Context: an optimization exercise on an open-source flow, tuned for small area, a short achievable clock period and few clock cycles per item. The choices shown serve that exercise and are no tape-out recipe.
Function was checked by simulation only, so behaviour that the tests miss may differ from the original.

File: design/flow/constraint.sdc
create_clock -name core_clock -period 8.0 [get_ports {clk}]
set_input_delay 1.6000 -clock core_clock [delete_from_list [all_inputs] [get_ports {clk}]]
set_output_delay 1.6000 -clock core_clock [all_outputs]
set_load 0.01 [all_outputs]
File: design/flow/flow/run.sh
#!/bin/bash
# Standard layout, with the smallest buffer on the ports.
set -euo pipefail
export BUFFER_PORTS_ARGS="-buffer_cell sky130_fd_sc_hd__buf_1"
bash standard.sh > standard_make.log 2>&1
File: design/flow/config.mk
export PLATFORM = sky130hd
export DESIGN_NAME = top_sha
export DESIGN_NICKNAME = top_sha
export VERILOG_FILES = /design/flow/design.v
export SDC_FILE = /design/flow/constraint.sdc
export NUM_CORES = 4
export LEC_CHECK = 0
export ABC_AREA = 1
export CAP_MARGIN = 20
export CORE_MARGIN = 2
export CORE_UTILIZATION = 40
export SETUP_SLACK_MARGIN = 4.0
export SLEW_MARGIN = 20
File: design/flow/design.v
`timescale 1ns / 1ps
module top_sha(input clk,rst,byte_rdy,byte_stop,input [7:0] data_in,
					output overflow_err,output [255:0] Hash_Digest, output hashing_done
    );
	localparam [31:0] IV0 = 32'h6a09e667, IV1 = 32'hbb67ae85,
	                  IV2 = 32'h3c6ef372, IV3 = 32'ha54ff53a,
	                  IV4 = 32'h510e527f, IV5 = 32'h9b05688c,
	                  IV6 = 32'h1f83d9ab, IV7 = 32'h5be0cd19;
	function [31:0] csa_s;
		input [31:0] x, y, z;
		csa_s = x ^ y ^ z;
	endfunction
	function [31:0] csa_c;
		input [31:0] x, y, z;
		csa_c = {((x & y) | (z & (x | y))), 1'b0} ;
	endfunction
	reg [5:0] len;           
	reg       stp;           
	reg [6:0] lcnt;          
	reg [6:0] kidx;          
	reg       kst;           
	reg       ev;            
	reg       av;            
	reg       elast;         
	reg       efin;          
	reg       afin;          
	reg [1:0] ac;            
	reg       done_r;
	reg       ovf_r;
	reg [31:0] w1,w2,w3,w4,w5,w6,w7,w8,w9,w10,w11,w12,w13,w14,w15;
	reg [31:0] X;            
	reg [31:0] KW;           
	reg [31:0] T1;           
	reg [31:0] a,b,c,d,e,f,g,h;
	wire [5:0] len_nx = len + 6'd1;
	wire ld_msg = byte_rdy & (len[1:0] == 2'd3);
	wire ld_pad = (stp | byte_stop) & (lcnt < 7'd67);
	wire ld     = ld_msg | ld_pad;
	wire sh     = (byte_rdy & (len[1:0] == 2'd0) & (len != 6'd0)) |
	              (ld_pad & ~((lcnt == {3'd0, len[5:2]}) & (len[1:0] != 2'd0)));
	reg [31:0] padw;
	always @(*) begin
		case (len[1:0])
			2'd0: padw = 32'h80000000;
			2'd1: padw = {w15[7:0], 24'h800000};
			2'd2: padw = {w15[15:0], 16'h8000};
			default: padw = {w15[23:0], 8'h80};
		endcase
	end
	wire [31:0] s0w = {w2[6:0],w2[31:7]} ^ {w2[17:0],w2[31:18]} ^ (w2 >> 3);
	wire [31:0] s1w = {w15[16:0],w15[31:17]} ^ {w15[18:0],w15[31:19]} ^ (w15 >> 10);
	wire [31:0] xs1 = csa_s(w10, w1, s0w);
	wire [31:0] xc1 = csa_c(w10, w1, s0w);
	wire [31:0] wexp = csa_s(xs1, xc1, s1w) + csa_c(xs1, xc1, s1w);
	reg [31:0] wnew;
	always @(*) begin
		if (byte_rdy)
			wnew = {w15[23:0], data_in};
		else if (lcnt[6])
			wnew = 32'd0;
		else if (lcnt[5:4] != 2'd0)
			wnew = X;
		else if (lcnt[3:0] == len[5:2])
			wnew = padw;
		else if (lcnt[3:0] == 4'd15)
			wnew = {23'd0, len, 3'd0};
		else
			wnew = 32'd0;
	end
	reg [31:0] K;
	always @(*) begin
		case (kidx)
			7'd0: K = 32'h428a2f98; 7'd1: K = 32'h71374491; 7'd2: K = 32'hb5c0fbcf; 7'd3: K = 32'he9b5dba5;
			7'd4: K = 32'h3956c25b; 7'd5: K = 32'h59f111f1; 7'd6: K = 32'h923f82a4; 7'd7: K = 32'hab1c5ed5;
			7'd8: K = 32'hd807aa98; 7'd9: K = 32'h12835b01; 7'd10: K = 32'h243185be; 7'd11: K = 32'h550c7dc3;
			7'd12: K = 32'h72be5d74; 7'd13: K = 32'h80deb1fe; 7'd14: K = 32'h9bdc06a7; 7'd15: K = 32'hc19bf174;
			7'd16: K = 32'he49b69c1; 7'd17: K = 32'hefbe4786; 7'd18: K = 32'h0fc19dc6; 7'd19: K = 32'h240ca1cc;
			7'd20: K = 32'h2de92c6f; 7'd21: K = 32'h4a7484aa; 7'd22: K = 32'h5cb0a9dc; 7'd23: K = 32'h76f988da;
			7'd24: K = 32'h983e5152; 7'd25: K = 32'ha831c66d; 7'd26: K = 32'hb00327c8; 7'd27: K = 32'hbf597fc7;
			7'd28: K = 32'hc6e00bf3; 7'd29: K = 32'hd5a79147; 7'd30: K = 32'h06ca6351; 7'd31: K = 32'h14292967;
			7'd32: K = 32'h27b70a85; 7'd33: K = 32'h2e1b2138; 7'd34: K = 32'h4d2c6dfc; 7'd35: K = 32'h53380d13;
			7'd36: K = 32'h650a7354; 7'd37: K = 32'h766a0abb; 7'd38: K = 32'h81c2c92e; 7'd39: K = 32'h92722c85;
			7'd40: K = 32'ha2bfe8a1; 7'd41: K = 32'ha81a664b; 7'd42: K = 32'hc24b8b70; 7'd43: K = 32'hc76c51a3;
			7'd44: K = 32'hd192e819; 7'd45: K = 32'hd6990624; 7'd46: K = 32'hf40e3585; 7'd47: K = 32'h106aa070;
			7'd48: K = 32'h19a4c116; 7'd49: K = 32'h1e376c08; 7'd50: K = 32'h2748774c; 7'd51: K = 32'h34b0bcb5;
			7'd52: K = 32'h391c0cb3; 7'd53: K = 32'h4ed8aa4a; 7'd54: K = 32'h5b9cca4f; 7'd55: K = 32'h682e6ff3;
			7'd56: K = 32'h748f82ee; 7'd57: K = 32'h78a5636f; 7'd58: K = 32'h84c87814; 7'd59: K = 32'h8cc70208;
			7'd60: K = 32'h90befffa; 7'd61: K = 32'ha4506ceb; 7'd62: K = 32'hbef9a3f7; 7'd63: K = 32'h177fcb71;
			7'd64: K = IV7; 7'd65: K = IV6; 7'd66: K = IV5; default: K = 32'd0;
		endcase
	end
	wire [31:0] hsel = ev ? g : h;
	wire [31:0] ks1 = csa_s(K, w15, hsel);
	wire [31:0] kc1 = csa_c(K, w15, hsel);
	wire [31:0] kw_nx = ks1 + kc1;
	wire [31:0] S0 = {a[1:0],a[31:2]} ^ {a[12:0],a[31:13]} ^ {a[21:0],a[31:22]};
	wire [31:0] S1 = {e[5:0],e[31:6]} ^ {e[10:0],e[31:11]} ^ {e[24:0],e[31:25]};
	wire [31:0] MJ = (a & b) | (c & (a | b));
	wire [31:0] CH = (e & f) | (~e & g);
	wire [31:0] dsel = av ? c : d;
	wire [31:0] us = csa_s(KW, CH, S1);
	wire [31:0] uc = csa_c(KW, CH, S1);
	wire [31:0] e_nx  = csa_s(us, uc, dsel) + csa_c(us, uc, dsel);
	wire [31:0] t1k = elast ? 32'h18fb93e8 : 32'd0;
	wire [31:0] t1_nx = csa_s(us, uc, t1k) + csa_c(us, uc, t1k);
	wire [31:0] ak  = (ac == 2'd0) ? IV3 : (ac == 2'd1) ? IV2 : IV1;
	wire [31:0] ax0 = afin ? 32'd0 : S0;
	wire [31:0] ax1 = afin ? ak : MJ;
	wire [31:0] ax2 = afin ? d : T1;
	wire [31:0] a_nx  = csa_s(ax0, ax1, ax2) + csa_c(ax0, ax1, ax2);
	always @(posedge clk) begin
		if (!rst) begin
			len <= 6'd0;
			stp <= 1'b0;
			lcnt <= 7'd0;
			kidx <= 7'd0;
			efin <= 1'b0;
			kst <= 1'b0;
			ev <= 1'b0;
			av <= 1'b0;
			elast <= 1'b0;
			afin <= 1'b0;
			ac <= 2'd0;
			done_r <= 1'b0;
			ovf_r <= 1'b0;
		end else begin
			if (byte_rdy) begin
				len <= len_nx;
			end
			if (byte_stop) stp <= 1'b1;
			ovf_r <= ((byte_rdy ? len_nx : len) == 6'd55) & ~byte_stop;
			if (ld) lcnt <= lcnt + 7'd1;
			kst <= ld;
			ev <= kst;
			av <= ev;
			if (kst) begin
				kidx <= kidx + 7'd1;
				elast <= (kidx == 7'd63);
				efin <= kidx[6];
			end
			if (ev) afin <= efin;
			if (av & afin) ac <= ac + 2'd1;
			if (av & afin & (ac == 2'd2)) done_r <= 1'b1;
		end
	end
	always @(posedge clk) begin
		KW <= kw_nx;
		T1 <= t1_nx;
		X <= wexp;
	end
	always @(posedge clk) begin
		if (sh) begin
			w1 <= w2; w2 <= w3; w3 <= w4; w4 <= w5; w5 <= w6; w6 <= w7; w7 <= w8;
			w8 <= w9; w9 <= w10; w10 <= w11; w11 <= w12; w12 <= w13; w13 <= w14; w14 <= w15;
		end
		if (byte_rdy | ld_pad)
			w15 <= wnew;
	end
	always @(posedge clk) begin
		if (!rst) begin
			a <= IV0; b <= IV1; c <= IV2; d <= IV3;
			e <= IV4; f <= IV5; g <= IV6; h <= IV7;
		end else begin
			if (av) begin
				a <= a_nx; b <= a; c <= b; d <= c;
			end
			if (ev) begin
				e <= efin ? KW : e_nx;
				f <= e; g <= f; h <= g;
			end
		end
	end
	assign Hash_Digest = {d, a, b, c, h, e, f, g};
	assign hashing_done = done_r;
	assign overflow_err = ovf_r;
endmodule
File: design/flow/standard.sh
#!/bin/bash
# synth_recipe.tcl (not shown) runs the flow's synth.tcl, then flattens the netlist and writes it again
# the make line also repeats each setting of config.mk as NAME=value (left out here)
make -C /OpenROAD-flow-scripts/flow DESIGN_CONFIG=/design/flow/config.mk WORK_HOME=/design/flow/orfs CLKGATE_MAP_FILE= SYNTH_SCRIPT=/design/flow/synth_recipe.tcl "${@:-finish}"
==> flow_metrics.tcl, run 1 <==
set metrics [dict create \
    finalMaxSlewViolations 0 \
    synth-compound-area-share_pct 10.5 \
    worstPathCellList "inv_1, o21ai_1, fa_1, fa_1, ha_1, a21oi_1, o21ai_0, a21oi_1, nand2_1, nand2_1, nand2_1, nand2_1, nand2_1, nor2_1, o21ai_0" \
    yosys.area.top_type "edfxtp_1" \
    cp.depth 15 \
    vias 39660 \
    drv_cap 0 \
    synthTopCellsByCount "nand2_1 (1,099), inv_1 (645), edfxtp_1 (480), dfxtp_1 (415), o21ai_0 (380)" \
    synth_top_family_by_area "simple AND/OR/NAND/NOR gates" \
    hold_path_depth 0 \
    rsz0062_at_grt "true" \
    yosys.area_share.simple_pct 16.7 \
    worst_clock_skew_ns 0.0507 \
    syn_nets 5837 \
    die_w_um 354 \
    critical-path-max-stage-delay_ns 0.60 \
    grtUsageTotal_pct 27.7 \
    netlist_area_um2 49100 \
    syn_to_final_growth_pct 13.2 \
    synthFlopType "edfxtp_1" \
    cts_tree "built" \
    yosysMostFrequentCell "nand2_1" \
    cp.buffers_inverters 1 \
    core_um2 122000 \
    synth.area.mux_share_pct 0.510 \
    num_io_pins 270 \
    hold_viol 0 \
    drt_iter0_drc 4478 \
    worstMarginPinSlew_ns 1.06 \
    start_kind "flop" \
    gr-total-overflow 0 \
    crit_top_cell "nand2_1" \
    grt_pass1_vias 36784 \
    pre_cts_ws_ns 3.06 \
    die_h_um 354 \
    max-slew-margin-rel_pct 28.4 \
    drtPass1Iterations 6 \
    htree_levels 3 \
    synth_fa_ha_area_share_pct 13.4 \
    synth_edf_count 480 \
    placementRows 128 \
    cp.required_ns 8.59 \
    synth_xor_area_share_pct 5.92 \
    crit_type "flop to flop" \
    hold_buffers 0 \
    synth-seq-area-share_pct 46.3 \
    max_freq_mhz 253 \
    synth_cell_types 54 \
    grt_antenna_before_repair 7 \
    outcome "complete, no violations" \
    grt_max_degree 178 \
    finalSetupTns_ns 0 \
    synth_seq_cells 895 \
    cts_buffers 98 \
    ff2ff_path_depth 15 \
    cts_buffer_depth 3 \
    drc 0 \
    gp_congestion 0.988 \
    slowest_stage "dfxtp_1" \
    vias_per_cell 5.39 \
    period_needed_ns 3.96 \
    cp_data_arrival_time_ns 4.55 \
    cts_sinks 895 \
    fillers 11907 \
    crit_fanout 4 \
    grt_pass1_wl_um 255000 \
    async_reset_ff_share_pct 0 \
    setup_slack_ns 4.04 \
    start_util_pct 40.3 \
    ys_warn_count 1 \
    clockRootBuffer "clkbuf_16" \
    finalSetupViolCount 0 \
    placement.io_buffers 269 \
    critPathTopFamily "adder cells" \
    routed_wl_um 179000 \
    clk_pin_slew_ns 0.06 \
    holdCritPathClass "flop to flop" \
    synth_top_area_share_pct 29.4 \
    postSynthCellCount 5428 \
    nets 6057 \
    insertion_delay_ns 0.74 \
    die_area_um2 126000 \
    synth.top_cells.by_area "edfxtp_1 (29%), dfxtp_1 (17%), nand2_1 (8.4%)" \
    end_kind "flop" \
    syn_area_per_cell_um2 9.05 \
    routedWlPerCell_um 24.3 \
    ant_nets 0 \
    min_period_over_period_pct 49.5 \
    place_hpwl_um 137000 \
    drive_gt1_share_pct 6.53 \
]
per-layer routing:
metal	global-route usage [%]	up-vias	part of all wire (%)	wire length, um
li1	-	18370	-	-
met2	40.8	1783	43	76300
met5	0	-	0.010	18
met3	5.20	300	8.7	15500
met1	41.5	19205	46	81500
met4	7.51	2	3.2	5710
logic make-up after synthesis:
group / after synthesis
buf+inv: 861
xor+xnor: 331
mux: 25
compound gates: 945
flops: 895
simple gates: 1966
fa+ha+maj: 405
worst paths after layout:
path / startpoint / end / slack (ns)
setup / recovery: g[13] / e[24] / 4.04
hold / removal: w11[15] / w10[15] / 0.40
setup reg to reg: g[13] / e[24] / 4.04
hold reg to reg: w11[15] / w10[15] / 0.40
layout make-up:
cell class,count,area [um^2],area share (%)
multi-input cells,3672,23400,42.0
flip-flops and latches,895,22800,41.0
clock buffers,126,2650,4.77
inverters,658,2510,4.52
well taps,1625,2030,3.66
repair buffers,323,1550,2.78
clock inverters,55,687,1.24
diodes,2,5.00,0.00900
worst reg2reg max path: stages (launching register included):
cell and delay (ns):
dfxtp_1 0.60, inv_1 0.16, o21ai_1 0.33, fa_1 0.52, fa_1 0.45, ha_1 0.37
a21oi_1 0.26, o21ai_0 0.24, a21oi_1 0.19, nand2_1 0.16, nand2_1 0.10, nand2_1 0.08
nand2_1 0.06, nand2_1 0.04, nor2_1 0.15, o21ai_0 0.11
cells in the final DEF (no fill, tap or decap), types with 48 or more instances in the layout:
master,Yosys,routed
clkbuf_16,0,100
a21oi_1,363,356
nor2_1,369,364
xnor2_1,180,170
dfxtp_1,415,382
nand3_1,354,352
o21ai_1,30,48
xor2_1,150,148
inv_1,645,638
ha_1,191,188
o211ai_1,48,48
edfxtp_1,480,480
fa_1,206,205
nand2_1,1099,1090
buf_1,26,268
o21ai_0,380,356
repair_timing:
action	4_1_cts	5_1_grt
buffers inserted	5	13
pin swaps	2	3
setup endpoints to repair	85	82
resized for setup	54	89
hold endpoints to repair	0	0
through the flow:
step	instance area (um^2)	utilization, %	cells	hold slack, ns
after floorplan	49100	-	5428	0.400
after global placement	51700	42.4	7155	0.400
after detailed placement	51700	42.4	7155	0.405
after CTS	55200	45.3	7341	0.397
after global routing	55600	45.6	7354	0.404
final	55600	45.6	7356	0.402
Testbench counts, summed over its fixed seeds: cycles 35,171, items 384.
==> run 2: changes to the inputs <==
--- a/design/flow/config.mk
+++ b/design/flow/config.mk
@@ -9,5 +9,5 @@
 export CAP_MARGIN = 20
 export CORE_MARGIN = 2
 export CORE_UTILIZATION = 40
-export SETUP_SLACK_MARGIN = 4.0
+export SETUP_SLACK_MARGIN = 3.6
 export SLEW_MARGIN = 20
==> flow_metrics.tcl, run 2 <==
set metrics [dict create \
    drv_cap 0 \
    postPlaceCellArea_um2 51700 \
    htree_levels 3 \
    cts_sinks 895 \
    nets 6041 \
    worst_clock_skew_ns 0.0557 \
    setup_slack_ns 3.69 \
    start_kind "flop" \
    hold_path_depth 0 \
    top_usage_layer "met1" \
    syn_area_per_cell_um2 9.05 \
    routed_wl_um 178000 \
    ant_nets 0 \
    yosysMostFrequentCell "nand2_1" \
    synthFlopType "edfxtp_1" \
    gr-total-overflow 0 \
    cts_tree "built" \
    drt_iter0_drc 4716 \
    synth_seq_cells 895 \
    crit_type "flop to flop" \
    syn_nets 5837 \
    hold_buffers 0 \
    drtPass1Iterations 8 \
    layout_common_cells "nand2_1 (1,097), inv_1 (642), edfxtp_1 (480)" \
    reg2reg_from "e[17]" \
    synth.top_cells.by_area "edfxtp_1 (29%), dfxtp_1 (17%), nand2_1 (8.4%)" \
    finalSetupTns_ns 0 \
    grt_pass1_wl_um 255000 \
    clk_pin_slew_ns 0.06 \
    synth_cell_types 54 \
    die_w_um 354 \
    ff2ff_path_depth 16 \
    use_met3_pct 5.20 \
    max-slew-margin-rel_pct 26.9 \
    finalSetupViolCount 0 \
    start_util_pct 40.3 \
    syn_to_final_growth_pct 12.3 \
    netlist_area_um2 49100 \
    end_kind "flop" \
    die_h_um 354 \
    hold_ws_ns 0.400 \
    cts_buffers 98 \
    grt_antenna_before_repair 6 \
    synth-seq-area-share_pct 46.3 \
    r2r-end "e[28]" \
    vias_per_cell 5.41 \
    worstMarginPinSlew_ns 1.10 \
    fillers 11935 \
    placement.io_buffers 269 \
    grtUsageTotal_pct 27.7 \
    stdcell_area_um2 55100 \
    yosys.area.top_type "edfxtp_1" \
    vias 39726 \
    routedWlPerCell_um 24.3 \
    mostFrequentLayoutCell "nand2_1" \
    period_needed_ns 4.31 \
    grt_pass1_vias 36727 \
    outcome "complete, no violations" \
    min_period_over_period_pct 53.9 \
    placementRows 128 \
    cp_data_arrival_time_ns 4.92 \
    crit_fanout 8 \
    finalMaxSlewViolations 0 \
    die_area_um2 126000 \
    hold_viol 0 \
    synth_edf_count 480 \
    cp.required_ns 8.61 \
    pre_cts_ws_ns 3.06 \
    min_to "w10[15]" \
    async_reset_ff_share_pct 0 \
    synth_top_area_share_pct 29.4 \
    reg2reg_slack_ns 3.69 \
    num_io_pins 270 \
    hold_start "w11[15]" \
    ys_warn_count 1 \
    place_hpwl_um 137000 \
    drive_gt1_share_pct 5.13 \
    gp_congestion 0.988 \
    grt_max_degree 178 \
    cts_buffer_depth 3 \
    postSynthCellCount 5428 \
    max_freq_mhz 232 \
    clockRootBuffer "clkbuf_16" \
    globalRouteMet2Util_pct 40.8 \
    gr-usage-met1_pct 41.4 \
    insertion_delay_ns 0.74 \
    holdCritPathClass "flop to flop" \
    rsz0062_at_grt "false" \
    synthTopCellsByCount "nand2_1 (1,099), inv_1 (645), edfxtp_1 (480), dfxtp_1 (415), o21ai_0 (380)" \
    drc 0 \
    core_um2 122000 \
]
-- run 2: cells by family (layout without fill, tap and decap cells) --
family | Yosys count | count (layout) | share of synthesized area (%)
other cells | 0 | 3 | 0
buf+inv | 861 | 1146 | 6.68
mux | 25 | 25 | 0.510
compound gates | 945 | 945 | 10.5
xor+xnor | 331 | 331 | 5.92
flops | 895 | 895 | 46.3
fa+ha+maj | 405 | 405 | 13.4
simple gates | 1966 | 1966 | 16.7
-- run 2: worst max path at each step --
| stage | start | endpoint | slack, ns | depth (start not counted) |
|---|---|---|---|---|
| CTS | e[19] | e[30] | 3.61 | 18 |
| finish | e[17] | e[28] | 3.69 | 16 |
| detailed placement | afin | a[30] | 3.06 | 16 |
| global route | e[28] | e[28] | 3.61 | 18 |
| global placement | afin | a[22] | 3.13 | 16 |
| floorplan | byte_stop | w10[0] | -1.01 | 5 |
-- run 2: metrics by stage --
step           std cells  utilization, %
2_1_floorplan       5428               -
3_3_place_gp        7155            42.4
3_5_place_dp        7155            42.4
4_1_cts             7336            45.2
5_1_grt             7338            45.2
6_report            7341            45.2
-- run 2: worst max-delay path: stages, from the launching register on --
cell	delay (ns)
dfxtp_1	0.71
o21ai_0	0.40
fa_1	0.64
inv_1	0.07
fa_1	0.48
inv_1	0.04
ha_1	0.40
a21oi_1	0.26
o21ai_0	0.18
a21oi_1	0.41
nor2_1	0.13
nor2_1	0.15
nand2_1	0.07
nand2_1	0.06
nand3_1	0.06
nand2_1	0.11
nand2_1	0.05
-- run 2: layout make-up --
cell class | instances | area (um^2) | area share, %
Inverter | 658 | 2500 | 4.53
Sequential cell | 895 | 22800 | 41.3
Multi-Input combinational cell | 3672 | 23100 | 42.0
Clock inverter | 55 | 687 | 1.25
Timing Repair Buffer | 307 | 1380 | 2.51
Clock buffer | 126 | 2650 | 4.81
Antenna cell | 3 | 7.51 | 0.0136
Tap cell | 1625 | 2030 | 3.69
-- run 2: metal layers --
metal	part of all wire, %	wire length, um
met1	46	81600
met2	43	76100
met3	8.5	15200
met4	3.0	5280
met5	0.0095	17
-- run 2: timing repair --
item	4_1_cts	5_1_grt
resized for setup	7	28
buffers inserted	0	2
endpoints found under the setup margin	34	47
==> run 3: changes to the inputs <==
--- a/design/flow/config.mk
+++ b/design/flow/config.mk
@@ -9,5 +9,6 @@
 export CAP_MARGIN = 20
 export CORE_MARGIN = 2
 export CORE_UTILIZATION = 40
-export SETUP_SLACK_MARGIN = 3.6
+export PLACE_DENSITY = 0.72
+export SETUP_SLACK_MARGIN = 4.3
 export SLEW_MARGIN = 20
==> flow_metrics.tcl, run 3 <==
set metrics [dict create \
    cts_tree "built" \
    cts_buffer_depth 3 \
    mostFrequentLayoutCell "nand2_1" \
    num_io_pins 270 \
    synthTopCellsByCount "nand2_1 (1,099), inv_1 (645), edfxtp_1 (480), dfxtp_1 (415), o21ai_0 (380)" \
    clockRootBuffer "clkbuf_16" \
    grt_pass1_wl_um 249000 \
    hold_path_depth 0 \
    syn_to_final_growth_pct 17.6 \
    routedWlPerCell_um 23.5 \
    synth.top_cells.by_area "edfxtp_1 (29%), dfxtp_1 (17%), nand2_1 (8.4%)" \
    async_reset_ff_share_pct 0 \
    start_util_pct 40.3 \
    synth_cell_types 54 \
    cp.required_ns 8.58 \
    syn_area_per_cell_um2 9.05 \
    synth_top_area_share_pct 29.4 \
    holdCritPathClass "flop to flop" \
    placement.io_buffers 269 \
    stdcell_area_um2 57700 \
    worstMarginPinSlew_ns 1.12 \
    drv_cap 0 \
    core_um2 122000 \
    die_h_um 354 \
    layout_common_cells "nand2_1 (1,062), inv_1 (625), edfxtp_1 (480)" \
    drc 0 \
    vias 40952 \
    drt_iter0_drc 5049 \
    grt_antenna_before_repair 3 \
    grt_pass1_vias 37598 \
    slowest_stage "fa_2" \
    outcome "complete, no violations" \
    yosysMostFrequentCell "nand2_1" \
    hold_start "w11[22]" \
    gp_congestion 1.00 \
    cp_data_arrival_time_ns 4.39 \
    place_hpwl_um 131000 \
    ys_warn_count 1 \
    cts_sinks 895 \
    postPlaceCellArea_um2 51600 \
    worstPathCellList "o21ai_0, fa_2, fa_1, ha_1, a21oi_1, nor2_1, a211oi_1, o21ai_0, a21oi_1, nand2_1, xor2_1" \
    synth_edf_count 480 \
    min_to "w10[22]" \
    min_period_over_period_pct 47.7 \
    syn_nets 5837 \
    crit_type "flop to flop" \
    hold_viol 0 \
    r2r-end "T1[31]" \
    crit_fanout 8 \
    clk_pin_slew_ns 0.06 \
    critical-path-max-stage-delay_ns 0.65 \
    hold_ws_ns 0.375 \
    rsz0062_at_grt "true" \
    grtUsageTotal_pct 26.6 \
    insertion_delay_ns 0.72 \
    worst_clock_skew_ns 0.0521 \
    finalSetupViolCount 0 \
    reg2reg_slack_ns 4.19 \
    max_freq_mhz 262 \
    synth-seq-area-share_pct 46.3 \
    start_kind "flop" \
    placementRows 128 \
    fillers 11278 \
    period_needed_ns 3.81 \
    routed_wl_um 175000 \
    end_kind "flop" \
    synth_seq_cells 895 \
    fin_util_pct 47.4 \
    gr-total-overflow 0 \
    die_w_um 354 \
    nets 6147 \
    synthFlopType "edfxtp_1" \
    vias_per_cell 5.50 \
    reg2reg_from "e[27]" \
    final_cells 7449 \
    finalMaxSlewViolations 0 \
    netlist_area_um2 49100 \
    seq_area_um2 22800 \
    yosys.area.top_type "edfxtp_1" \
    ff2ff_path_depth 11 \
    max-slew-margin-rel_pct 25.1 \
    die_area_um2 126000 \
    ant_nets 0 \
    dp_cells 7144 \
    grt_max_degree 227 \
    multi_input_area_um2 24600 \
    cts_buffers 95 \
    postSynthCellCount 5428 \
    drive_gt1_share_pct 11.9 \
    drtPass1Iterations 7 \
    htree_levels 3 \
    hold_buffers 0 \
]
run 3: cell types whose count changed in the layout (fill, tap and decap cells not counted), sizes merged, moves of 3 or more:
cell      previous run  this run
buf                306       411
bufbuf               0         3
clkbuf             127       117
clkinvlp             5        17
run 3: worst max path at each step:
stage	from	to	slack (ns)	depth (start not counted)
2_1_floorplan	byte_stop	w10[0]	-1.01	5
3_3_place_gp	rst	K[5]	3.45	8
3_5_place_dp	rst	K[5]	3.48	8
4_1_cts	w2[8]	X[21]	4.27	16
5_1_grt	w2[8]	X[21]	4.11	16
6_report	e[27]	T1[31]	4.19	11
run 3: critical path: cells and delay by family, from the launching register on:
family | cells | cell delay (ns)
adders and majority gates | 3 | 1.47
and+or+nand+nor | 2 | 0.17
AOI/OAI and AO/OA | 5 | 1.35
xor gates and xnor gates | 1 | 0.29
DFF | 1 | 0.42
run 3: repair_timing:
action,in CTS,in global routing
resized for setup,195,264
pin swaps,34,65
endpoints found under the setup margin,141,207
gates cloned,3,1
setup buffers,41,76
run 3: cell families after synthesis:
group | count (synthesis) | synth area share (%)
compound gates | 945 | 10.5
xor+xnor | 331 | 5.92
fa+ha+maj | 405 | 13.4
buf+inv | 861 | 6.68
flops | 895 | 46.3
mux | 25 | 0.510
simple gates | 1966 | 16.7
run 3: per-layer routing:
metal	vias to the layer above	share of wire, %	track usage (%)
met1	19691	42	38.3
met2	2315	42	38.8
li1	18552	-	-
met3	394	11	5.77
met5	-	0	0
met4	0	4.6	10.6
run 3: layout make-up:
class | instances | share of cell area (%)
Multi-Input combinational cell | 3672 | 42.5
Clock buffer | 115 | 4.44
Antenna cell | 3 | 0.0130
Tap cell | 1625 | 3.52
Timing Repair Buffer | 416 | 4.25
Clock inverter | 65 | 1.29
Inverter | 658 | 4.37
Sequential cell | 895 | 39.6
run 3: per-stage QoR:
stage / setup slack (ns) / TNS (ns)
6_report: 4.19 / 0
5_1_grt: 4.11 / 0
4_1_cts: 4.27 / 0
3_5_place_dp: 3.48 / 0
3_3_place_gp: 3.45 / 0
2_1_floorplan: -1.01 / -453.67
==> run 4: changes to the inputs <==
--- a/design/flow/config.mk
+++ b/design/flow/config.mk
@@ -9,6 +9,6 @@
 export CAP_MARGIN = 20
 export CORE_MARGIN = 2
 export CORE_UTILIZATION = 40
-export PLACE_DENSITY = 0.72
 export SETUP_SLACK_MARGIN = 4.3
 export SLEW_MARGIN = 20
+export TNS_END_PERCENT = 5
==> flow_metrics.tcl, run 4 <==
set metrics [dict create \
    min_to "w10[15]" \
    routed_wl_um 181000 \
    num_io_pins 270 \
    ant_nets 0 \
    hold_buffers 0 \
    holdCritPathClass "flop to flop" \
    ys_warn_count 1 \
    start_util_pct 40.3 \
    place_hpwl_um 137000 \
    crit_type "flop to flop" \
    die_area_um2 126000 \
    cts_tree "built" \
    crit_fanout 5 \
    cp_data_arrival_time_ns 4.34 \
    syn_area_per_cell_um2 9.05 \
    placement.io_buffers 269 \
    hold_ws_ns 0.401 \
    synth_cell_types 54 \
    synth_top_area_share_pct 29.4 \
    synthFlopType "edfxtp_1" \
    syn_nets 5837 \
    drt_iter0_drc 4657 \
    stdcell_area_um2 56900 \
    finalMaxSlewViolations 0 \
    hold_viol 0 \
    mostFrequentLayoutCell "nand2_1" \
    grtUsageTotal_pct 27.8 \
    start_kind "flop" \
    postSynthCellCount 5428 \
    vias_per_cell 5.43 \
    hold_path_depth 0 \
    gp_congestion 0.988 \
    min_period_over_period_pct 47.2 \
    synth_edf_count 480 \
    pre_cts_ws_ns 3.06 \
    postPlaceCellArea_um2 51700 \
    period_needed_ns 3.77 \
    die_w_um 354 \
    clk_pin_slew_ns 0.06 \
    r2r-end "e[20]" \
    fin_util_pct 46.7 \
    hold_start "w11[15]" \
    gr-total-overflow 0 \
    worst_clock_skew_ns 0.0523 \
    cts_buffers 98 \
    cp.required_ns 8.57 \
    reg2reg_slack_ns 4.23 \
    end_kind "flop" \
    async_reset_ff_share_pct 0 \
    grt_pass1_wl_um 256000 \
    grt_pass1_vias 36981 \
    synthTopCellsByCount "nand2_1 (1,099), inv_1 (645), edfxtp_1 (480), dfxtp_1 (415), o21ai_0 (380)" \
    final_cells 7420 \
    synth.top_cells.by_area "edfxtp_1 (29%), dfxtp_1 (17%), nand2_1 (8.4%)" \
    die_h_um 354 \
    max-slew-margin-rel_pct 27.7 \
    routedWlPerCell_um 24.4 \
    nets 6120 \
    synth_seq_cells 895 \
    core_um2 122000 \
    drc 0 \
    insertion_delay_ns 0.75 \
    drtPass1Iterations 8 \
    max_freq_mhz 265 \
    yosys.area.top_type "edfxtp_1" \
    outcome "complete, no violations" \
    reg2reg_from "e[10]" \
    drv_cap 0 \
    setup_slack_ns 4.23 \
    clockRootBuffer "clkbuf_16" \
    ff2ff_path_depth 17 \
    rsz0062_at_grt "true" \
    layout_common_cells "nand2_1 (1,071), inv_1 (630), edfxtp_1 (480)" \
    syn_to_final_growth_pct 15.9 \
    synth-seq-area-share_pct 46.3 \
    vias 40285 \
    dp_cells 7155 \
    cts_sinks 895 \
    cts_buffer_depth 3 \
    netlist_area_um2 49100 \
    drive_gt1_share_pct 9.88 \
    yosysMostFrequentCell "nand2_1" \
    grt_max_degree 178 \
    worstMarginPinSlew_ns 1.08 \
    grt_antenna_before_repair 5 \
    finalSetupTns_ns 0 \
    placementRows 128 \
    htree_levels 3 \
    finalSetupViolCount 0 \
]
[run 4: worst max path at each step]
| stage | start | end | slack, ns | depth (start not counted) |
|---|---|---|---|---|
| after floorplan | byte_stop | w10[0] | -1.01 | 5 |
| after global routing | w2[31] | X[25] | 4.12 | 12 |
| after CTS | e[26] | e[28] | 4.17 | 17 |
| after global placement | afin | a[22] | 3.13 | 16 |
| after detailed placement | afin | a[30] | 3.06 | 16 |
| final | e[10] | e[20] | 4.23 | 17 |
[run 4: repair_timing]
item | in CTS | in global routing
setup endpoints to repair | 143 | 228
pin swaps | 6 | 40
setup buffers | 16 | 63
gates cloned | 0 | 2
gates resized for setup | 118 | 234
[run 4: final cells by class]
class	instances	area, um^2
clock buffers	126	2650
fillers	11793	64900
repair buffers	386	2110
well taps	1625	2030
diodes	3	7.51
inverters	658	2530
flip-flops and latches	895	22800
multi-input cells	3672	24100
clock inverters	55	687
[run 4: per-layer routing]
metal | share of wire (%) | track usage [%] | vias to the layer above | wire length (um)
met5 | 0 | 0 | - | 0
met2 | 43 | 40.8 | 1928 | 77400
met4 | 3.2 | 8.45 | 0 | 5850
met1 | 45 | 41.5 | 19550 | 81400
li1 | - | - | 18504 | -
met3 | 9.1 | 5.05 | 303 | 16400
[run 4: cells by family (layout without fill, tap and decap cells)]
| kind of cell | Yosys count | in the layout | synth area share (%) |
|---|---|---|---|
| simple gates | 1966 | 1966 | 16.7 |
| flops | 895 | 895 | 46.3 |
| compound gates | 945 | 945 | 10.5 |
| xor+xnor | 331 | 331 | 5.92 |
| mux | 25 | 25 | 0.510 |
| buf+inv | 861 | 1225 | 6.68 |
| other cells | 0 | 3 | 0 |
| fa+ha+maj | 405 | 405 | 13.4 |
[run 4: worst max-delay path, stage by stage (launching register included)]
cell	delay [ns]
dfxtp_1	0.32
buf_6	0.15
clkinvlp_4	0.22
xor2_2	0.21
fa_1	0.60
inv_1	0.07
fa_1	0.48
inv_1	0.07
ha_4	0.31
nand2_1	0.14
nor2_2	0.17
inv_2	0.10
nor2_2	0.17
nand4_1	0.21
nand4_1	0.17
nand3_1	0.09
nand2_1	0.08
a21oi_1	0.05
==> run 5: changes to the inputs <==
--- a/design/flow/config.mk
+++ b/design/flow/config.mk
@@ -6,9 +6,8 @@
 export NUM_CORES = 4
 export LEC_CHECK = 0
 export ABC_AREA = 1
-export CAP_MARGIN = 20
+export CAP_MARGIN = 5
 export CORE_MARGIN = 2
 export CORE_UTILIZATION = 40
 export SETUP_SLACK_MARGIN = 4.3
-export SLEW_MARGIN = 20
-export TNS_END_PERCENT = 5
+export SLEW_MARGIN = 5
==> flow_metrics.tcl, run 5 <==
set metrics [dict create \
    outcome "complete, no violations" \
    gp_congestion 0.988 \
    place_hpwl_um 137000 \
    vias 40358 \
    drc 0 \
    pre_cts_ws_ns 3.06 \
    syn_to_final_growth_pct 17.2 \
    dp_cells 7155 \
    hold_buffers 0 \
    holdCritPathClass "flop to flop" \
    synth_seq_cells 895 \
    min_period_over_period_pct 46.6 \
    synthTopCellsByCount "nand2_1 (1,099), inv_1 (645), edfxtp_1 (480), dfxtp_1 (415), o21ai_0 (380)" \
    synthFlopType "edfxtp_1" \
    cts_tree "built" \
    cts_buffer_depth 3 \
    crit_top_cell "nand2_1" \
    gr-total-overflow 0 \
    end_kind "flop" \
    period_needed_ns 3.73 \
    drive_gt1_share_pct 11.5 \
    cp.required_ns 8.58 \
    grtUsageTotal_pct 27.9 \
    start_util_pct 40.3 \
    synth_cell_types 54 \
    num_io_pins 270 \
    postPlaceCellArea_um2 51700 \
    start_kind "flop" \
    yosysMostFrequentCell "nand2_1" \
    nets 6149 \
    synth_top_area_share_pct 29.4 \
    netlist_area_um2 49100 \
    cts_buffers 98 \
    routedWlPerCell_um 24.5 \
    ant_nets 0 \
    rsz0062_at_grt "true" \
    insertion_delay_ns 0.74 \
    placement.io_buffers 269 \
    grt_pass1_vias 37075 \
    placementRows 128 \
    final_cells 7448 \
    clk_pin_slew_ns 0.06 \
    yosys.area.top_type "edfxtp_1" \
    htree_levels 3 \
    worstMarginPinSlew_ns 1.05 \
    synth-seq-area-share_pct 46.3 \
    critical-path-max-stage-delay_ns 0.56 \
    max-slew-margin-rel_pct 29.9 \
    slowest_stage "fa_1" \
    die_w_um 354 \
    grt_pass1_wl_um 257000 \
    syn_nets 5837 \
    die_area_um2 126000 \
    routed_wl_um 182000 \
    drt_iter0_drc 4559 \
    setup_slack_ns 4.27 \
    drv_cap 0 \
    grt_antenna_before_repair 5 \
    worst_clock_skew_ns 0.0492 \
    crit_type "flop to flop" \
    mostFrequentLayoutCell "nand2_1" \
    critPathTopFamily "adder cells" \
    core_um2 122000 \
    ys_warn_count 1 \
    async_reset_ff_share_pct 0 \
    grt_max_degree 178 \
    cts_sinks 895 \
    fin_util_pct 47.2 \
    crit_fanout 4 \
    cp_data_arrival_time_ns 4.30 \
    synth_edf_count 480 \
    fillers 11730 \
    vias_per_cell 5.42 \
    syn_area_per_cell_um2 9.05 \
    finalMaxSlewViolations 0 \
    layout_common_cells "nand2_1 (1,069), inv_1 (627), edfxtp_1 (480)" \
    worstPathCellList "inv_1, o21ai_1, fa_1, inv_1, fa_1, inv_1, ha_1, nand2_1, inv_1, nand2_1, nand2_1, nand2_1, nand2_1, a21oi_1, nand2_1, nand2_1, nand3_1, nand2_1, a21oi_2" \
    clockRootBuffer "clkbuf_16" \
    hold_viol 0 \
    cp.buffers_inverters 4 \
    stdcell_area_um2 57600 \
    die_h_um 354 \
    finalSetupViolCount 0 \
    synth.top_cells.by_area "edfxtp_1 (29%), dfxtp_1 (17%), nand2_1 (8.4%)" \
    max_freq_mhz 268 \
    postSynthCellCount 5428 \
    drtPass1Iterations 8 \
]
## run 5: per-stage QoR
step	hold WS (ns)	TNS, ns
4_1_cts	0.397	0
6_report	0.402	0
3_5_place_dp	0.405	0
5_1_grt	0.404	0
3_3_place_gp	0.400	0
2_1_floorplan	0.400	-453.67
## run 5: logic make-up (layout without fill, tap and decap cells)
group,Yosys count,in the layout,synth area share (%)
XOR/XNOR,331,331,5.92
AO/OA/AOI/OAI,945,945,10.5
adder cells (fa/ha/maj),405,405,13.4
buffers and inverters,861,1254,6.68
AND/OR/NAND/NOR,1966,1966,16.7
multiplexers,25,25,0.510
other,0,2,0
flip-flops,895,895,46.3
## run 5: repair_timing
action,in CTS,in global routing
pin swaps,15,50
setup buffers,31,76
endpoints found under the setup margin,143,305
cloned,0,3
resized for setup,181,264
## run 5: layout make-up
type	instances	area, um^2	area share, %
inverter	658	2540	4.41
timing repair inverter	1	5.00	0.00869
clock inverter	55	687	1.19
timing repair buffer	414	2350	4.09
multi-input combinational	3672	24400	42.5
antenna	2	5.00	0.00869
tap	1625	2030	3.53
clock buffer	126	2650	4.60
sequential	895	22900	39.7
## run 5: path summary, 6_finish.rpt
| kind | start | endpoint | slack [ns] | cells after the start |
|---|---|---|---|---|
| worst max-delay path | g[16] | e[29] | 4.27 | 19 |
| worst min register to register | w11[15] | w10[15] | 0.40 | 0 |
| worst max register to register | g[16] | e[29] | 4.27 | 19 |
| worst min-delay path | w11[15] | w10[15] | 0.40 | 0 |
## run 5: metal layers
metal  track usage, %  routed length [um]
met1             41.6               82600
met2             40.9               77900
met3             5.10               15700
met4             8.43                5920
met5                0                   0
==> run 6: changes to the inputs <==
--- a/design/flow/config.mk
+++ b/design/flow/config.mk
@@ -6,8 +6,8 @@
 export NUM_CORES = 4
 export LEC_CHECK = 0
 export ABC_AREA = 1
-export CAP_MARGIN = 5
+export CAP_MARGIN = 20
 export CORE_MARGIN = 2
 export CORE_UTILIZATION = 40
-export SETUP_SLACK_MARGIN = 4.3
-export SLEW_MARGIN = 5
+export SETUP_SLACK_MARGIN = 4.2
+export SLEW_MARGIN = 20
==> flow_metrics.tcl, run 6 <==
set metrics [dict create \
    cts_buffers 98 \
    grtUsageTotal_pct 27.8 \
    worstPathCellList "xnor2_1, xnor2_1, fa_1, inv_1, fa_1, inv_1, ha_1, a21oi_2, o21ai_4, a21oi_4, inv_1, a21o_1, buf_4, a21oi_1, xnor2_1" \
    placement.io_buffers 269 \
    cp.buffers_inverters 4 \
    drv_cap 0 \
    grt_pass1_vias 36922 \
    synth-compound-area-share_pct 10.5 \
    synth_seq_cells 895 \
    layout_common_cells "nand2_1 (1,077), inv_1 (630), edfxtp_1 (480)" \
    rsz0062_at_grt "true" \
    start_util_pct 40.3 \
    max-slew-margin-rel_pct 28.8 \
    holdCritPathClass "flop to flop" \
    synth_top_area_share_pct 29.4 \
    gp_congestion 0.988 \
    yosys.area_share.simple_pct 16.7 \
    htree_levels 3 \
    worstMarginPinSlew_ns 1.07 \
    critical-path-max-stage-delay_ns 0.54 \
    synth_top_family_by_area "simple AND/OR/NAND/NOR gates" \
    async_reset_ff_share_pct 0 \
    pre_cts_ws_ns 3.06 \
    drtPass1Iterations 8 \
    cp_data_arrival_time_ns 4.41 \
    postSynthCellCount 5428 \
    fillers 11809 \
    drc 0 \
    die_h_um 354 \
    grt_pass1_wl_um 256000 \
    drt_iter0_drc 4890 \
    insertion_delay_ns 0.74 \
    end_kind "flop" \
    die_w_um 354 \
    crit_type "flop to flop" \
    cts_sinks 895 \
    ant_nets 0 \
    start_kind "flop" \
    min_period_over_period_pct 47.0 \
    seq_area_um2 22800 \
    core_um2 122000 \
    hold_buffers 0 \
    vias_per_cell 5.41 \
    postPlaceCellArea_um2 51700 \
    cts_buffer_depth 3 \
    synth_edf_count 480 \
    synth.area.mux_share_pct 0.510 \
    finalSetupViolCount 0 \
    synthTopCellsByCount "nand2_1 (1,099), inv_1 (645), edfxtp_1 (480), dfxtp_1 (415), o21ai_0 (380)" \
    drive_gt1_share_pct 9.18 \
    clockRootBuffer "clkbuf_16" \
    synthFlopType "edfxtp_1" \
    period_needed_ns 3.76 \
    cts_tree "built" \
    routed_wl_um 180000 \
    clk_pin_slew_ns 0.06 \
    syn_nets 5837 \
    hold_ws_ns 0.402 \
    grt_max_degree 178 \
    yosys.area.top_type "edfxtp_1" \
    hold_viol 0 \
    vias 40067 \
    gr-total-overflow 0 \
    ys_warn_count 1 \
    outcome "complete, no violations" \
    netlist_area_um2 49100 \
    setup_slack_ns 4.24 \
    routedWlPerCell_um 24.3 \
    synth-seq-area-share_pct 46.3 \
    synth_fa_ha_area_share_pct 13.4 \
    critPathTopFamily "adder cells" \
    num_io_pins 270 \
    placementRows 128 \
    multi_input_area_um2 23900 \
    mostFrequentLayoutCell "nand2_1" \
    synth_xor_area_share_pct 5.92 \
    worst_clock_skew_ns 0.0529 \
    synth.top_cells.by_area "edfxtp_1 (29%), dfxtp_1 (17%), nand2_1 (8.4%)" \
    syn_area_per_cell_um2 9.05 \
    crit_fanout 4 \
    slowest_stage "edfxtp_1" \
    die_area_um2 126000 \
    nets 6102 \
    max_freq_mhz 266 \
    cp.required_ns 8.65 \
    place_hpwl_um 137000 \
    stdcell_area_um2 56600 \
    finalMaxSlewViolations 0 \
    grt_antenna_before_repair 6 \
    synth_cell_types 54 \
    yosysMostFrequentCell "nand2_1" \
    syn_to_final_growth_pct 15.3 \
]
run 6: cell count changes in the layout (fill, tap and decap cells not counted), sizes merged:
cell / previous run / this run
buf: 412 / 367
inv: 655 / 656
clkinvlp: 11 / 9
clkbuf: 128 / 127
run 6: path summary, 6_finish.rpt:
kind / depth (start not counted) / startpoint / slack, ns / end
setup reg to reg: 15 / w2[11] / 4.24 / X[19]
setup / recovery: 15 / w2[11] / 4.24 / X[19]
hold reg to reg: 0 / w11[15] / 0.40 / w10[15]
hold / removal: 0 / w11[15] / 0.40 / w10[15]
run 6: what timing repair did:
item,CTS,global route
endpoints found under the hold margin,0,0
buffers inserted,18,44
resized for setup,128,193
setup endpoints to repair,123,105
pin swaps,7,21
gates cloned,0,1
run 6: logic make-up (layout without fill, tap and decap cells):
logic type	after synthesis	count (layout)
adders and majority gates	405	405
muxes	25	25
other	0	2
xor gates and xnor gates	331	331
buffers and inverters	861	1207
DFF	895	895
and+or+nand+nor	1966	1966
AOI/OAI and AO/OA	945	945
run 6: layout make-up:
class	count	area share, %
flip-flops and latches	895	40.3
clock buffers	126	4.68
inverters	658	4.48
clock inverters	55	1.21
multi-input cells	3672	42.2
diodes	2	0.00884
repair buffers	368	3.45
well taps	1625	3.59
run 6: layer usage:
metal,wire (um),track usage (%),vias up
li1,-,-,18452
met1,81600,41.5,19519
met2,77000,41.1,1797
met3,15800,5.11,297
met4,5610,7.80,2
met5,11,0,-
run 6: metrics by stage:
step                utilization (%)  instances  TNS (ns)
detailed placement             42.4       7155         0
finish                         46.5       7401         0
floorplan                         -       5428   -453.67
global route                   46.5       7399         0
CTS                            45.6       7354         0
global placement               42.4       7155         0
run 6: worst reg2reg max path: stages, from the launching register on:
cell and delay (ns):
edfxtp_1 0.54, xnor2_1 0.28, xnor2_1 0.15, fa_1 0.50
inv_1 0.07, fa_1 0.48, inv_1 0.04, ha_1 0.35
a21oi_2 0.20, o21ai_4 0.09, a21oi_4 0.23, inv_1 0.09
a21o_1 0.22, buf_4 0.14, a21oi_1 0.15, xnor2_1 0.17
==> run 7: changes to the inputs <==
--- a/design/flow/config.mk
+++ b/design/flow/config.mk
@@ -9,5 +9,7 @@
 export CAP_MARGIN = 20
 export CORE_MARGIN = 2
 export CORE_UTILIZATION = 40
-export SETUP_SLACK_MARGIN = 4.2
+export CTS_BUF_LIST = sky130_fd_sc_hd__clkbuf_4 sky130_fd_sc_hd__clkbuf_8
+export CTS_CLUSTER_SIZE = 30
+export SETUP_SLACK_MARGIN = 4.3
 export SLEW_MARGIN = 20
==> flow_metrics.tcl, run 7 <==
set metrics [dict create \
    start_kind "flop" \
    placement.io_buffers 269 \
    synth.area.mux_share_pct 0.510 \
    multi_input_area_um2 24600 \
    grt_pass1_vias 37474 \
    seq_area_um2 22900 \
    critPathLaunch "e[10]" \
    holdCritPathClass "flop to flop" \
    gp_congestion 0.988 \
    ff2ff_path_depth 19 \
    num_io_pins 270 \
    cp_data_arrival_time_ns 4.41 \
    hold_ws_ns 0.401 \
    yosys.area.top_type "edfxtp_1" \
    synth_top_family_by_area "simple AND/OR/NAND/NOR gates" \
    cts_tree "built" \
    hold_viol 0 \
    mostFrequentLayoutCell "nand2_1" \
    fillers 11786 \
    placementRows 128 \
    grt_max_degree 178 \
    max_freq_mhz 272 \
    synth-compound-area-share_pct 10.5 \
    synth.top_cells.by_area "edfxtp_1 (29%), dfxtp_1 (17%), nand2_1 (8.4%)" \
    grt_antenna_before_repair 6 \
    crit_fanout 5 \
    crit_type "flop to flop" \
    finalSetupViolCount 0 \
    die_w_um 354 \
    postSynthCellCount 5428 \
    start_util_pct 40.3 \
    yosysMostFrequentCell "nand2_1" \
    grt_pass1_wl_um 258000 \
    reg2reg_slack_ns 4.33 \
    layout_common_cells "nand2_1 (1,058), inv_1 (628), edfxtp_1 (480)" \
    syn_area_per_cell_um2 9.05 \
    cts_sinks 895 \
    stdcell_area_um2 57800 \
    dp_cells 7155 \
    async_reset_ff_share_pct 0 \
    synth_seq_cells 895 \
    worst_clock_skew_ns 0.0760 \
    syn_nets 5837 \
    vias 40737 \
    netlist_area_um2 49100 \
    grtUsageTotal_pct 28.0 \
    routed_wl_um 183000 \
    clockRootBuffer "clkbuf_8" \
    yosys.area_share.simple_pct 16.7 \
    cts_buffers 154 \
    drtPass1Iterations 6 \
    place_hpwl_um 137000 \
    period_needed_ns 3.67 \
    cp.required_ns 8.74 \
    synth_edf_count 480 \
    worstMarginPinSlew_ns 1.05 \
    synth_top_area_share_pct 29.4 \
    ys_warn_count 1 \
    vias_per_cell 5.40 \
    outcome "complete, no violations" \
    end_kind "flop" \
    synth_xor_area_share_pct 5.92 \
    synth_fa_ha_area_share_pct 13.4 \
    die_h_um 354 \
    drive_gt1_share_pct 13.5 \
    final_cells 7547 \
    insertion_delay_ns 0.92 \
    r2r-end "e[24]" \
    clk_pin_slew_ns 0.07 \
    syn_to_final_growth_pct 17.6 \
    hold_start "w8[24]" \
    htree_levels 4 \
    synth-seq-area-share_pct 46.3 \
    hold_path_depth 0 \
    synthTopCellsByCount "nand2_1 (1,099), inv_1 (645), edfxtp_1 (480), dfxtp_1 (415), o21ai_0 (380)" \
    synth_cell_types 54 \
    drt_iter0_drc 4623 \
    nets 6206 \
    drc 0 \
    finalMaxSlewViolations 0 \
    routedWlPerCell_um 24.2 \
    reg2reg_from "e[10]" \
    core_um2 122000 \
    min_to "w7[24]" \
    die_area_um2 126000 \
    fin_util_pct 47.4 \
    synthFlopType "edfxtp_1" \
    max-slew-margin-rel_pct 29.8 \
    ant_nets 0 \
    min_period_over_period_pct 45.9 \
    cts_buffer_depth 3 \
    rsz0062_at_grt "true" \
    drv_cap 0 \
    gr-total-overflow 0 \
    postPlaceCellArea_um2 51700 \
]
[run 7: cell families after synthesis]
| group | Yosys count |
|---|---|
| compound gates | 945 |
| mux | 25 |
| buf+inv | 861 |
| xor+xnor | 331 |
| flops | 895 |
| fa+ha+maj | 405 |
| simple gates | 1966 |
[run 7: stage by stage]
stage	worst slack (ns)	TNS (ns)
global route	4.20	0
global placement	3.13	0
CTS	4.30	0
finish	4.33	0
floorplan	-1.01	-453.67
detailed placement	3.06	0
[run 7: worst max path at each step]
| stage | to | slack [ns] |
|---|---|---|
| 6_report | e[24] | 4.33 |
| 4_1_cts | e[28] | 4.30 |
| 2_1_floorplan | w10[0] | -1.01 |
| 3_5_place_dp | a[30] | 3.06 |
| 5_1_grt | e[30] | 4.20 |
| 3_3_place_gp | a[22] | 3.13 |
[run 7: what timing repair did]
item / CTS / global route
hold buffers: 0 / 0
endpoints found under the setup margin: 121 / 161
pin swaps: 13 / 73
cloned: 0 / 3
setup buffers: 29 / 79
resized for setup: 174 / 300
[run 7: cell type report]
type                            instances  area share, %
Multi-Input combinational cell       3672           42.6
Sequential cell                       895           39.6
Clock buffer                          213           4.58
Inverter                              658           4.39
Timing Repair Buffer                  414           4.11
Tap cell                             1625           3.52
Clock inverter                         64           1.22
Timing Repair inverter                  2         0.0238
Antenna cell                            4         0.0173
[run 7: per-layer routing]
metal	global-route usage (%)	part of all wire (%)	vias to the layer above
met1	41.7	45	19796
met5	0	0	-
met4	8.59	3.3	0
met3	5.68	8.9	341
li1	-	-	18694
met2	40.9	43	1906
[run 7: worst max-delay path: stages (launching register included)]
cell	delay (ns)
dfxtp_2	0.32
buf_6	0.14
clkinvlp_4	0.20
buf_12	0.19
xor2_4	0.19
fa_2	0.62
fa_1	0.47
ha_4	0.19
a21oi_2	0.20
nor2_1	0.09
nor2_1	0.12
nand2_2	0.11
nand2_1	0.09
nand2_2	0.09
nand2_1	0.09
nand2_1	0.09
nand2_1	0.07
nand2_1	0.06
nor2_2	0.13
o21ai_1	0.08
==> run 8: changes to the inputs <==
--- a/design/flow/design.v
+++ b/design/flow/design.v
@@ -34,7 +34,8 @@
 	reg [31:0] a,b,c,d,e,f,g,h;
 	wire [5:0] len_nx = len + 6'd1;
 	wire ld_msg = byte_rdy & (len[1:0] == 2'd3);
-	wire ld_pad = (stp | byte_stop) & (lcnt < 7'd67);
+	wire ld_pad = (stp | byte_stop) & (lcnt < 7'd67) & ~kst;
+	wire kstep  = kst | ld_pad;
 	wire ld     = ld_msg | ld_pad;
 	wire sh     = (byte_rdy & (len[1:0] == 2'd0) & (len != 6'd0)) |
 	              (ld_pad & ~((lcnt == {3'd0, len[5:2]}) & (len[1:0] != 2'd0)));
@@ -52,21 +53,21 @@
 	wire [31:0] xs1 = csa_s(w10, w1, s0w);
 	wire [31:0] xc1 = csa_c(w10, w1, s0w);
 	wire [31:0] wexp = csa_s(xs1, xc1, s1w) + csa_c(xs1, xc1, s1w);
-	reg [31:0] wnew;
+	reg [31:0] wpad;
 	always @(*) begin
-		if (byte_rdy)
-			wnew = {w15[23:0], data_in};
-		else if (lcnt[6])
-			wnew = 32'd0;
+		if (lcnt[6])
+			wpad = 32'd0;
 		else if (lcnt[5:4] != 2'd0)
-			wnew = X;
+			wpad = X;
 		else if (lcnt[3:0] == len[5:2])
-			wnew = padw;
+			wpad = padw;
 		else if (lcnt[3:0] == 4'd15)
-			wnew = {23'd0, len, 3'd0};
+			wpad = {23'd0, len, 3'd0};
 		else
-			wnew = 32'd0;
+			wpad = 32'd0;
 	end
+	wire [31:0] wnew = byte_rdy ? {w15[23:0], data_in} : wpad;
+	wire [31:0] wkw  = kst ? w15 : wpad;
 	reg [31:0] K;
 	always @(*) begin
 		case (kidx)
@@ -90,8 +91,8 @@
 		endcase
 	end
 	wire [31:0] hsel = ev ? g : h;
-	wire [31:0] ks1 = csa_s(K, w15, hsel);
-	wire [31:0] kc1 = csa_c(K, w15, hsel);
+	wire [31:0] ks1 = csa_s(K, wkw, hsel);
+	wire [31:0] kc1 = csa_c(K, wkw, hsel);
 	wire [31:0] kw_nx = ks1 + kc1;
 	wire [31:0] S0 = {a[1:0],a[31:2]} ^ {a[12:0],a[31:13]} ^ {a[21:0],a[31:22]};
 	wire [31:0] S1 = {e[5:0],e[31:6]} ^ {e[10:0],e[31:11]} ^ {e[24:0],e[31:25]};
@@ -130,10 +131,10 @@
 			if (byte_stop) stp <= 1'b1;
 			ovf_r <= ((byte_rdy ? len_nx : len) == 6'd55) & ~byte_stop;
 			if (ld) lcnt <= lcnt + 7'd1;
-			kst <= ld;
-			ev <= kst;
+			kst <= ld_msg;
+			ev <= kstep;
 			av <= ev;
-			if (kst) begin
+			if (kstep) begin
 				kidx <= kidx + 7'd1;
 				elast <= (kidx == 7'd63);
 				efin <= kidx[6];
--- a/design/flow/config.mk
+++ b/design/flow/config.mk
@@ -9,7 +9,5 @@
 export CAP_MARGIN = 20
 export CORE_MARGIN = 2
 export CORE_UTILIZATION = 40
-export CTS_BUF_LIST = sky130_fd_sc_hd__clkbuf_4 sky130_fd_sc_hd__clkbuf_8
-export CTS_CLUSTER_SIZE = 30
 export SETUP_SLACK_MARGIN = 4.3
 export SLEW_MARGIN = 20
==> flow_metrics.tcl, run 8 <==
set metrics [dict create \
    synth_cell_types 57 \
    synthFlopType "edfxtp_1" \
    layout_common_cells "nand2_1 (1,083), inv_1 (597), edfxtp_1 (480)" \
    gp_congestion 0.974 \
    drc 0 \
    cts_buffer_depth 3 \
    syn_to_final_growth_pct 22.9 \
    die_area_um2 127000 \
    crit_type "flop to flop" \
    fin_util_pct 49.4 \
    ant_nets 0 \
    vias 41472 \
    grt_antenna_before_repair 3 \
    placement.io_buffers 269 \
    start_kind "flop" \
    syn_area_per_cell_um2 9.10 \
    end_kind "flop" \
    finalSetupViolCount 0 \
    max_freq_mhz 265 \
    htree_levels 3 \
    routed_wl_um 184000 \
    clockRootBuffer "clkbuf_16" \
    drt_iter0_drc 4489 \
    nets 6253 \
    stdcell_area_um2 60800 \
    yosysMostFrequentCell "nand2_1" \
    vias_per_cell 5.48 \
    synth_edf_count 480 \
    rsz0062_at_grt "true" \
    drv_cap 0 \
    mostFrequentLayoutCell "nand2_1" \
    worstMarginPinSlew_ns 1.12 \
    gr-total-overflow 0 \
    postPlaceCellArea_um2 51900 \
    cts_sinks 895 \
    drtPass1Iterations 6 \
    synthTopCellsByCount "nand2_1 (1,163), inv_1 (632), edfxtp_1 (480), o21ai_0 (423), dfxtp_1 (415)" \
    placementRows 129 \
    core_um2 123000 \
    cts_tree "built" \
    num_io_pins 270 \
    worst_clock_skew_ns 0.0541 \
    synth.top_cells.by_area "edfxtp_1 (29%), dfxtp_1 (17%), nand2_1 (8.8%)" \
    netlist_area_um2 49500 \
    async_reset_ff_share_pct 0 \
    routedWlPerCell_um 24.3 \
    holdCritPathClass "flop to flop" \
    hold_viol 0 \
    cts_buffers 100 \
    grt_max_degree 207 \
    drive_gt1_share_pct 19.0 \
    syn_nets 5848 \
    clk_pin_slew_ns 0.06 \
    finalMaxSlewViolations 0 \
    max-slew-margin-rel_pct 25.6 \
    cp_data_arrival_time_ns 4.41 \
    final_cells 7565 \
    grt_pass1_vias 38743 \
    die_h_um 356 \
    outcome "complete, no violations" \
    synth_seq_cells 895 \
    cp.required_ns 8.64 \
    dp_cells 7153 \
    fillers 11421 \
    grt_pass1_wl_um 260000 \
    min_period_over_period_pct 47.1 \
    insertion_delay_ns 0.75 \
    synth-seq-area-share_pct 45.9 \
    postSynthCellCount 5439 \
    grtUsageTotal_pct 27.8 \
    start_util_pct 40.2 \
    crit_fanout 5 \
    place_hpwl_um 133000 \
    period_needed_ns 3.77 \
    synth_top_area_share_pct 29.1 \
    yosys.area.top_type "edfxtp_1" \
    ys_warn_count 1 \
    die_w_um 356 \
    hold_buffers 0 \
]
[run 8: cell types whose count changed after synthesis, sizes merged, moves of 10 or more]
cell	delta
nand3	-42
inv	-10
o211ai	-10
clkbuf	+19
a31oi	+14
xnor2	+14
nor3	-11
nand2	+81
o21ai	+20
nor2	-72
[run 8: layout make-up]
cell class | count | area [um^2] | area share, %
Antenna cell | 1 | 2.50 | 0.00412
Clock buffer | 123 | 2710 | 4.46
Clock inverter | 62 | 768 | 1.26
Inverter | 646 | 2480 | 4.08
Multi-Input combinational cell | 3680 | 26600 | 43.7
Sequential cell | 895 | 22900 | 37.7
Tap cell | 1637 | 2050 | 3.37
Timing Repair Buffer | 519 | 3300 | 5.43
Timing Repair inverter | 2 | 12.5 | 0.0206
[run 8: routing by layer]
metal,share of wire (%),GRT usage [%],wire [um]
met2,44,41.8,80500
met5,0.0071,0,13
met1,43,39.0,78600
met3,8.8,5.24,16200
met4,4.8,12.0,8880
[run 8: stage by stage]
stage | hold WS (ns) | setup WS [ns] | TNS [ns]
finish | 0.401 | 4.23 | 0
global route | 0.409 | 4.04 | 0
CTS | 0.401 | 4.24 | 0
detailed placement | 0.405 | 2.95 | 0
global placement | 0.400 | 2.90 | 0
floorplan | 0.400 | -4.47 | -2003.80
[run 8: kinds of logic (layout without fill, tap and decap cells)]
kind of cell | Yosys count | count (layout) | share of synthesized area, %
simple gates | 1926 | 1930 | 16.4
compound gates | 964 | 964 | 10.7
flops | 895 | 895 | 45.9
buf+inv | 868 | 1352 | 6.81
fa+ha+maj | 407 | 407 | 13.4
xor+xnor | 347 | 347 | 6.14
mux | 32 | 32 | 0.648
other cells | 0 | 1 | 0
[run 8: what timing repair did]
action | CTS | global route
gates resized for setup | 382 | 542
endpoints found under the hold margin | 0 | 0
pin swaps | 64 | 178
gates cloned | 5 | 4
setup buffers | 75 | 142
endpoints found under the setup margin | 360 | 327
[run 8: worst paths after layout]
check,start,to,slack [ns],cells after the start
hold reg to reg,w11[27],w10[27],0.40,0
hold / removal,w11[27],w10[27],0.40,0
setup reg to reg,w2[25],X[27],4.23,16
setup / recovery,w2[25],X[27],4.23,16
[run 8: worst max-delay path, stage by stage, from the launching register on]
cell and delay [ns]:
edfxtp_1 0.51, buf_6 0.19, xnor2_2 0.19, xor2_2 0.21, fa_1 0.46, fa_1 0.51
inv_1 0.08, ha_4 0.32, nand2_2 0.11, nor4_4 0.35, nand4_1 0.16, nand3_2 0.14
nand2_1 0.08, nand2_2 0.09, nand2_1 0.05, nand2_1 0.07, xor2_1 0.17
Testbench counts of run 8, summed over its fixed seeds: cycles 34,898, items 384.

[what the ideal ports hide]
In the flow no input, the clock included, has a driving cell. The finished layouts below were timed again as built, in two steps.
Step 1: set_driving_cell puts a clkbuf_16 on clk and a buf_2 on each other input, an assumption about the parent block.
Step 2 moves the port delays by t, midway between the first and last clock arrival at a register: inputs arrive t later, outputs are due t later. That takes back most of the time a late clock gives input paths.
Three values: ideal, step 1, step 2; two values: the first two.
run | t, ns | setup WS [ns] | worst hold slack (ns) | clock arrival spread, ns
run 1 | 0.786 | 4.044 / 4.044 / 3.358 | 0.402 / 0.402 / 0.402 | 0.052 / 0.052
run 2 | 0.784 | 3.690 / 3.690 / 3.234 | 0.400 / 0.400 / 0.400 | 0.057 / 0.057
run 3 | 0.764 | 4.187 / 4.187 / 3.574 | 0.375 / 0.375 / 0.375 | 0.056 / 0.056
run 4 | 0.788 | 4.227 / 4.227 / 3.609 | 0.401 / 0.401 / 0.401 | 0.057 / 0.057
run 5 | 0.786 | 4.272 / 4.272 / 3.645 | 0.402 / 0.402 / 0.402 | 0.051 / 0.052
run 6 | 0.785 | 4.236 / 4.236 / 3.553 | 0.402 / 0.402 / 0.402 | 0.055 / 0.055
run 7 | 0.945 | 4.328 / 4.328 / 3.466 | 0.401 / 0.401 / 0.401 | 0.093 / 0.093
run 8 | 0.795 | 4.229 / 4.229 / 3.594 | 0.401 / 0.401 / 0.401 | 0.056 / 0.057
After both steps setup and hold are still met in every run listed. The setup slack of run 7, which loses most, moves by 0.000 ns with the drivers and by -0.862 ns with both steps.
